This is an optimization exercise on Yosys and OpenROAD, whose aim is small area, not a production implementation. The RTL was checked by simulation tests, not by an equivalence proof against the original design. Power is estimated from default activity; no workload was simulated.

==> inputs of job 6928 <==
==> flow/design.v (excerpt) <==
module master(
    input clk,
    input rst,
    input btnM, input btnL, input btnR, input btnU, input btnD,
    input [7:0] sw,
    output [7:0] led,
    output [6:0] out,
    output [3:0] an
    );
    reg [2:0] clk_dv;
    reg       clk_en;
    reg [2:0] step_dR, step_dM, step_dL, step_dU, step_dD;
    reg [1:0] random;
    always @ (posedge clk)
        if (rst) begin
            clk_dv <= 3'd0;
            clk_en <= 1'b0;
        end else begin
            clk_dv <= clk_dv + 3'd1;
            clk_en <= (clk_dv == 3'd7);
        end
    always @ (posedge clk)
        if (rst) begin
            step_dR <= 0; step_dM <= 0; step_dL <= 0; step_dU <= 0; step_dD <= 0;
        end else if (clk_en) begin
            step_dR <= {btnR, step_dR[2:1]};
            step_dM <= {btnM, step_dM[2:1]};
            step_dL <= {btnL, step_dL[2:1]};
            step_dU <= {btnU, step_dU[2:1]};
            step_dD <= {btnD, step_dD[2:1]};
        end
    wire fastEn = (clk_dv == 3'd3);
    wire rOut = fastEn & ~step_dR[0] & step_dR[1];
    wire mOut = fastEn & ~step_dM[0] & step_dM[1];
    wire lOut = fastEn & ~step_dL[0] & step_dL[1];
    wire uOut = fastEn & ~step_dU[0] & step_dU[1];
    wire dOut = fastEn & ~step_dD[0] & step_dD[1];
    always @ (posedge clk)
        if (rst)
            random <= 2'b00;
        else if (btnR || btnL || btnM || btnU || btnD)
            random <= random + 2'd1;
    assign led = sw;
  ...
==> flow/config.mk <==
export PLATFORM = sky130hd
export DESIGN_NAME = master
export DESIGN_NICKNAME = master
export VERILOG_FILES = /design/flow/design.v
export SDC_FILE = /design/flow/constraint.sdc
export NUM_CORES = 4
export LEC_CHECK = 0
export ABC_AREA = 1
export CAP_MARGIN = 20
export CORE_MARGIN = 2
export CORE_UTILIZATION = 85
export CTS_BUF_LIST = sky130_fd_sc_hd__clkbuf_8
export CTS_CLUSTER_DIAMETER = 60
export CTS_CLUSTER_SIZE = 16
export SLEW_MARGIN = 20
export SYNTH_MEMORY_MAX_BITS = 16384
==> flow/constraint.sdc <==
create_clock -name core_clock -period 10.0 [get_ports {clk}]
set_input_delay 2.0000 -clock core_clock [delete_from_list [all_inputs] [get_ports {clk}]]
set_output_delay 2.0000 -clock core_clock [all_outputs]
set_load 0.01 [all_outputs]
standard.sh (not shown) runs the stock make flow with config.mk's settings and CLKGATE_MAP_FILE= SYNTH_SCRIPT=/design/flow/synth_recipe.tcl, a recipe that flattens the netlist after the stock synthesis.
==> flow/flow/run.sh <==
#!/bin/bash
# Own layout flow: the standard synthesis, then the combinational logic
# of its netlist is mapped again by ABC for area (flip-flops, their names and
# cell types are kept as the standard synthesis made them), then the standard flow's
# standard layout from floorplan to finish on that netlist.
set -euo pipefail
W=$PWD
R=$W/orfs/results/${FLOW_PLATFORM:-sky130hd}/master/base
L=$W/orfs/logs/${FLOW_PLATFORM:-sky130hd}/master/base
YOSYS=$(command -v yosys || echo /OpenROAD-flow-scripts/tools/install/yosys/bin/yosys)

bash standard.sh synth > $W/standard_synth.log 2>&1

# the don't-use cells that ORFS gave ABC
grep -o -- '-dont_use [A-Za-z0-9_]*' $L/1_2_yosys.log | sort -u | tr '\n' ' ' > $W/dont_use.txt || true

cp $R/1_2_yosys.v $W/1_2_yosys_standard.v
REABC_IN=$W/1_2_yosys_standard.v REABC_OUT=$R/1_2_yosys.v \
REABC_LIB=$FLOW_HOME/platforms/sky130hd/lib/sky130_fd_sc_hd__tt_025C_1v80.lib \
REABC_DONTUSE=$W/dont_use.txt REABC_SCRIPT=$W/flow/area.abc \
  $YOSYS -c $W/flow/reabc.tcl > $W/reabc.log 2>&1

# lay out the new netlist
rm -f $R/1_synth.odb $R/1_synth.sdc
touch $R/1_2_yosys.v
bash standard.sh finish "BUFFER_PORTS_ARGS=-buffer_cell sky130_fd_sc_hd__buf_1" > $W/standard_finish.log 2>&1
==> flow/flow/area.abc <==
strash
&get -n
&deepsyn -J 50 -T 240
&put
&get -n
&deepsyn -J 50 -T 240
&put
&get -n
&dch -f
&nf -R 1000
&put
==> flow/flow/reabc.tcl <==
# Map the combinational logic of the standard synthesis netlist again with
# ABC, for area. Flip-flop cells are black boxes here, so they keep their
# instance names and cell types; nothing merges or removes them.
set lib $::env(REABC_LIB)
yosys read_liberty -ignore_miss_func $lib
yosys setattr -mod -set blackbox 1 sky130_fd_sc_hd__df* sky130_fd_sc_hd__edf* sky130_fd_sc_hd__sdf* sky130_fd_sc_hd__sedf* sky130_fd_sc_hd__dl*
yosys read_verilog $::env(REABC_IN)
yosys hierarchy -top master
yosys tee -o $::env(REABC_OUT).before.stat stat -liberty $lib
yosys flatten
yosys hierarchy -top master
yosys opt_clean -purge
yosys abc -script $::env(REABC_SCRIPT) -liberty $lib {*}[exec cat $::env(REABC_DONTUSE)]
yosys opt_clean -purge
# cell definitions again (black boxes), for the tie cells, buffers and check
yosys read_liberty -lib -overwrite $lib
yosys hilomap -singleton -hicell sky130_fd_sc_hd__conb_1 HI -locell sky130_fd_sc_hd__conb_1 LO
yosys insbuf -buf sky130_fd_sc_hd__buf_4 A X
yosys splitnets
yosys opt_clean -purge
yosys tee -o $::env(REABC_OUT).after.stat stat -liberty $lib
yosys check -assert
yosys write_verilog -noattr -nohex -nodec $::env(REABC_OUT)
==> inputs of job 2126, as changes to job 6928 <==
--- a/flow/design.v
+++ b/flow/design.v
@@ -175,26 +175,23 @@
     output reg newGameFlag,
     output reg gameOverOut
     );
     localparam [2:0] C_UP = 3'b111, C_DOWN = 3'b110, C_LEFT = 3'b001,
                      C_RITE = 3'b100, C_MID = 3'b011, C_ZERO = 3'b000;
     localparam [2:0] M_BLANK = 3'b000, M_LOSE = 3'b010, M_GOOD = 3'b101;
+    reg [2:0] assigne [0:49];
     reg [5:0] index;
     reg [7:0] sel;
     reg [7:0] snap;
     reg       snapV;
     reg gameOver;
     reg display, on, newRd, timeUp, prevHint, scoreSet, allCorrect;
-    reg [5:0] loop, max, oldhs;
-    reg scoreAdj;
-    wire [5:0] score = gameOver ? max - 6'd2 + {5'd0, scoreAdj} : 6'd0;
+    reg [5:0] loop, max, score, oldhs;
     reg [8:0] timer;
     reg [2:0] quickPause;
-    reg [7:0] scrCount;
-    wire [2:0] newhsTextSel = scrCount[7:5];
-    wire [6:0] hsCount = scrCount[6:0];    
+    reg [2:0] newhsTextSel;
     always @ (posedge clk)
         if (rst)
             snapV <= 1'b0;
         else if (lvlEn) begin
             snapV <= 1'b1;
             snap <= sel;
@@ -207,58 +204,40 @@
             2'b10: offs = 8'd100;
             2'b11: offs = 8'd150;
         endcase
     wire [2:0] romCode;
     pattern_rom rom (.addr(snap + offs), .code(romCode));
     wire [2:0] newCode = snapV ? romCode : C_ZERO;
-    wire store = fastEn && !gameOver && state == 2'b01 && index < 6'd50;
     always @ (posedge clk)
         if (rst) begin
             index <= 6'd0;
             sel <= 8'd0;
         end else if (fastEn) begin
             if (gameOver)
                 index <= 6'd0;
             else if (state == 2'b01 && index < 6'd50) begin
                 sel <= sel + 8'd1;
                 index <= index + 6'd1;
+                assigne[index] <= newCode;
             end
         end
-    reg [152:0] ring;
-    reg [5:0] u;
-    always @ (posedge clk) begin
-        ring <= {ring[149:0], store ? newCode : ring[152:150]};
-        if (store && index == 6'd0)
-            u <= 6'd0;
-        else
-            u <= (u >= 6'd19) ? u - 6'd19 : u + 6'd32;
-    end
     reg [5:0] numRight;
-    wire [5:0] rdp = on ? loop : numRight;
-    wire [6:0] rdiff = {1'b0, u} - {1'b0, rdp};
-    wire [5:0] rj = rdiff[6] ? rdiff[5:0] + 6'd51 : rdiff[5:0];
-    wire [2:0] slot8 [0:50];
-    genvar gk;
-    generate
-        for (gk = 0; gk < 51; gk = gk + 1) begin : g_slot
-            assign slot8[gk] = ring[3 * ((8 * gk) % 51) +: 3];
-        end
-    endgenerate
-    wire [2:0] rd = slot8[rj];
+    wire [2:0] rd = assigne[on ? loop : numRight];
     always @ (posedge clk)
         if (rst) begin
-            scoreSet <= 1'b0; gameOver <= 1'b0; max <= 6'd9; scoreAdj <= 1'b0;
+            scoreSet <= 1'b0; gameOver <= 1'b0; max <= 6'd9; score <= 6'd0;
             timer <= 9'd3; quickPause <= 3'b111; newRd <= 1'b0; display <= 1'b1;
             on <= 1'b0; loop <= 6'd0; prevHint <= 1'b0; timeUp <= 1'b0;
         end else if (lvlEn) begin
             if (gameOver && score > 0 && !scoreSet)
                 scoreSet <= 1'b1;
             else if ((gameOver && score < oldhs && newhsTextSel >= 3'b011) ||
                      (gameOver && score >= oldhs && newGameFlag)) begin
                 gameOver <= 1'b0;
                 max <= 6'd1;
+                score <= 6'd0;
                 scoreSet <= 1'b0;
             end
             if (state == 2'b01 && index >= 6'd50 && !gameOver) begin
                 if (newRd) begin
                     timer <= 9'd3;
                     quickPause <= 3'b111;
@@ -297,13 +276,13 @@
                         quickPause <= quickPause - 3'd1;
                         if (quickPause == 3'd0) begin
                             newRd <= 1'b1;
                             prevHint <= 1'b0;
                             display <= 1'b1;
                             gameOver <= 1'b1;
-                            scoreAdj <= hint && !prevHint;
+                            score <= max - 6'd2;
                         end
                     end
                 end
             end
         end
     reg press, correct;
@@ -426,78 +405,53 @@
     localparam [5:0] kA = 6'd0, kC = 6'd2, kD = 6'd3, kE = 6'd4, kF = 6'd5,
         kG = 6'd6, kH = 6'd7, kI = 6'd8, kL = 6'd11, kM = 6'd12, kN = 6'd13,
         kO = 6'd14, kP = 6'd15, kR = 6'd17, kS = 6'd18, kT = 6'd19, kU = 6'd20,
         kW = 6'd22, kY = 6'd24,
         kSP = 6'd32, k1 = 6'd33, k2 = 6'd34, k3 = 6'd35, k4 = 6'd36,
         k6 = 6'd38, k7 = 6'd39, k8 = 6'd40, k9 = 6'd41;
-    localparam [447:0] GLYPHS = {
-        7'b1111111,  
-        7'b1111111,  
-        7'b1111111,  
-        7'b1111111,  
-        7'b1111111,  
-        7'b1111111,  
-        7'b1111111,  
-        7'b1111111,  
-        7'b1111111,  
-        7'b1111111,  
-        7'b1111111,  
-        7'b1111111,  
-        7'b1111111,  
-        7'b1111111,  
-        7'b1111111,  
-        7'b1111111,  
-        7'b1111111,  
-        7'b1111111,  
-        7'b1111111,  
-        7'b1111111,  
-        7'b1111111,  
-        7'b1111111,  
-        7'b0011000,  
-        7'b0000000,  
-        7'b1111000,  
-        7'b0000010,  
-        7'b1111111,  
-        7'b0011001,  
-        7'b0110000,  
-        7'b0100100,  
-        7'b1111001,  
-        7'b1111111,  
-        7'b1111111,  
-        7'b1111111,  
-        7'b1111111,  
-        7'b1111111,  
-        7'b1111111,  
-        7'b1111111,  
-        7'b0110100,  
-        7'b0010001,  
-        7'b0001001,  
-        7'b1010101,  
-        7'b1010001,  
-        7'b1000001,  
-        7'b0000111,  
-        7'b0010010,  
-        7'b1001100,  
-        7'b0011000,  
-        7'b0001100,  
-        7'b1000000,  
-        7'b1001000,  
-        7'b1101010,  
-        7'b1000111,  
-        7'b0001010,  
-        7'b1100001,  
-        7'b1001111,  
-        7'b0001001,  
-        7'b1000010,  
-        7'b0001110,  
-        7'b0000110,  
-        7'b0100001,  
-        7'b1000110,  
-        7'b0000011,  
-        7'b0100000   
-    };
+    function [6:0] glyph;
+        input [5:0] k;
+        case (k)
+            6'd0:  glyph = 7'b0100000;
+            6'd1:  glyph = 7'b0000011;
+            6'd2:  glyph = 7'b1000110;
+            6'd3:  glyph = 7'b0100001;
+            6'd4:  glyph = 7'b0000110;
+            6'd5:  glyph = 7'b0001110;
+            6'd6:  glyph = 7'b1000010;
+            6'd7:  glyph = 7'b0001001;
+            6'd8:  glyph = 7'b1001111;
+            6'd9:  glyph = 7'b1100001;
+            6'd10: glyph = 7'b0001010;
+            6'd11: glyph = 7'b1000111;
+            6'd12: glyph = 7'b1101010;
+            6'd13: glyph = 7'b1001000;
+            6'd14: glyph = 7'b1000000;
+            6'd15: glyph = 7'b0001100;
+            6'd16: glyph = 7'b0011000;
+            6'd17: glyph = 7'b1001100;
+            6'd18: glyph = 7'b0010010;
+            6'd19: glyph = 7'b0000111;
+            6'd20: glyph = 7'b1000001;
+            6'd21: glyph = 7'b1010001;
+            6'd22: glyph = 7'b1010101;
+            6'd23: glyph = 7'b0001001;
+            6'd24: glyph = 7'b0010001;
+            6'd25: glyph = 7'b0110100;
+            6'd32: glyph = 7'b1111111;
+            6'd33: glyph = 7'b1111001;
+            6'd34: glyph = 7'b0100100;
+            6'd35: glyph = 7'b0110000;
+            6'd36: glyph = 7'b0011001;
+            6'd38: glyph = 7'b0000010;
+            6'd39: glyph = 7'b1111000;
+            6'd40: glyph = 7'b0000000;
+            6'd41: glyph = 7'b0011000;
+            default: glyph = 7'bxxxxxxx;
+        endcase
+    endfunction
     function [5:0] welcome;
         input [4:0] i;
         case (i)
             5'd0:  welcome = kW;
             5'd1:  welcome = kE;
             5'd2:  welcome = kL;
@@ -552,15 +506,17 @@
             default:                        wordChar = 6'bxxxxxx;
         endcase
     endfunction
     reg [1:0] cnt;
     reg blank;                     
     reg [5:0] outChar;
+    reg [6:0] hsCount;             
+    reg [4:0] newhsCount;
     reg hsSet;                     
     assign an = blank ? 4'b1111 : ~(4'b0001 << (cnt - 2'd1));
-    always @ (*) out = GLYPHS[7 * outChar +: 7];
+    always @ (*) out = glyph(outChar);
     wire [5:0] num = (state == 2'b10) ? (hsSet ? oldhs : 6'd0)
                                       : (scoreSet ? score : 6'd0);
     reg [1:0] tensVal;
     reg [3:0] onesVal;
     always @ (*) begin
         if (num >= 6'd30) begin tensVal = 2'd2; onesVal = 4'd0; end
@@ -634,30 +590,32 @@
             val = (scr == 3'd2 && cnt != 2'd0) ? {1'b0, nameSel} :
                   (scr == 3'd3) ? digit(digSel) : fixedChar(scr, cnt);
     end
     always @ (posedge clk)
         if (rst) begin
             gameOverOut <= 1'b0; outChar <= kSP; blank <= 1'b1; cnt <= 2'd0;
-            scrCount <= 8'd0;
+            newhsTextSel <= 3'd0; newhsCount <= 5'd0; hsCount <= 7'd0;
             oldhs <= 6'd0; hsSet <= 1'b0;
         end else if (fastEn) begin
             gameOverOut <= gameOver;
             if (state == 2'b00) begin
-                scrCount <= 8'd0;
+                newhsTextSel <= 3'd0;
+                newhsCount <= 5'd0;
+                hsCount <= 7'd0;
             end else if (state == 2'b10)
-                scrCount <= {1'b0, scrCount[6:0] + 7'd1};
+                hsCount <= hsCount + 7'd1;
             else if (gameOver) begin
                 if (highScore) begin
                     oldhs <= score;
                     hsSet <= scoreSet;
                 end
-                if (scrCount[4:0] != 5'b11111)
-                    scrCount[4:0] <= scrCount[4:0] + 5'd1;
-                else if (scrCount[7:5] < 3'b110) begin
-                    scrCount[4:0] <= 5'd0;
-                    scrCount[7:5] <= scrCount[7:5] + 3'd1;
+                if (newhsCount != 5'b11111)
+                    newhsCount <= newhsCount + 5'd1;
+                else if (newhsTextSel < 3'b110) begin
+                    newhsCount <= 5'd0;
+                    newhsTextSel <= newhsTextSel + 3'd1;
                 end
             end else if (!on && display) begin
                 outChar <= kSP;
                 blank <= 1'b1;
             end
             if (upd) begin
--- a/flow/flow/run.sh
+++ b/flow/flow/run.sh
@@ -20,7 +20,7 @@
 REABC_DONTUSE=$W/dont_use.txt REABC_SCRIPT=$W/flow/area.abc \
   $YOSYS -c $W/flow/reabc.tcl > $W/reabc.log 2>&1
 
 # lay out the new netlist
 rm -f $R/1_synth.odb $R/1_synth.sdc
 touch $R/1_2_yosys.v
-bash standard.sh finish "BUFFER_PORTS_ARGS=-buffer_cell sky130_fd_sc_hd__buf_1" > $W/standard_finish.log 2>&1
+bash standard.sh finish > $W/standard_finish.log 2>&1
==> flow/flow/area.abc (replaced) <==
strash
&get -n
&dch -f
&nf -R 1000
&put
==> flow/config.mk (replaced) <==
export PLATFORM = sky130hd
export DESIGN_NAME = master
export DESIGN_NICKNAME = master
export VERILOG_FILES = /design/flow/design.v
export SDC_FILE = /design/flow/constraint.sdc
export NUM_CORES = 4
export LEC_CHECK = 0
export ABC_AREA = 1
export CAP_MARGIN = 20
export CORE_MARGIN = 2
export CORE_UTILIZATION = 70
export SLEW_MARGIN = 20
export SYNTH_MEMORY_MAX_BITS = 16384
==> notes.md <==
                                                                     job 2126                   job 6928
Avg Inst Size Synth                                                  9.33 µm²                   8.86 µm²
Outcome                                               complete, no violations    complete, no violations
Fraction of power consumed by sequential logic                          0.498                      0.513
Total Die Area                                                     0.0274 mm²                 0.0194 mm²
Area of the placeable core                                         0.0258 mm²                 0.0180 mm²
Fraction of power consumed by combinational cells                       0.066                      0.244
Power consumed by sequential cells                                    1710 µW                    1610 µW
Capture endpoint of the worst hold path                           myCLK.c3[0]                gp.ring[49]
Starting density of the core                                            0.706                      0.866
Mapped Area                                                        0.0183 mm²                 0.0156 mm²
Number of flip-flops in the largest register                              150                        153
Worst slack at placement                                              2.61 ns                    2.46 ns
Clock tree root driver cell                        sky130_fd_sc_hd__clkbuf_16  sky130_fd_sc_hd__clkbuf_8
Placement-stage cell area                                          0.0191 mm²                 0.0160 mm²
Sequential cell area                                              0.00947 mm²                0.00777 mm²
Met3 Use GR                                                            0.0704                      0.104
Cells after Synth                                                        1957                       1757
Met3 wire length                                                      5280 µm                    5190 µm
DRT Wirelength                                                       48300 µm                   45600 µm
Delay of the slowest cell on the worst path                           0.98 ns                    0.81 ns
Clk Latency, worst-skew pair                                          0.54 ns                    0.61 ns

what the ideal ports hide:
How much do the figures lean on ideal ports? The routed layouts below were timed once more, with nothing changed but the port constraints.
Step 1, drivers: a clkbuf_16 drives clk and a buf_2 each remaining input, both assumed.
Step 2 times the ports against the registers' clock, not the clock port: input delays grow and output delays shrink by t, the midpoint of the rising clock arrivals with the driver on.
a / b / c = ideal ports / drivers / drivers and shift; a / b = the first two.
| run | t, ns | setup WS [ns] | cell pins on the clock port's net |
|---|---|---|---|
| job 6928 | 0.651 | 1.734 / 1.734 / 1.734 | 1 |
| job 2126 | 0.581 | 2.363 / 2.363 / 2.363 | 1 |
After both steps setup and hold are still met in every run listed.
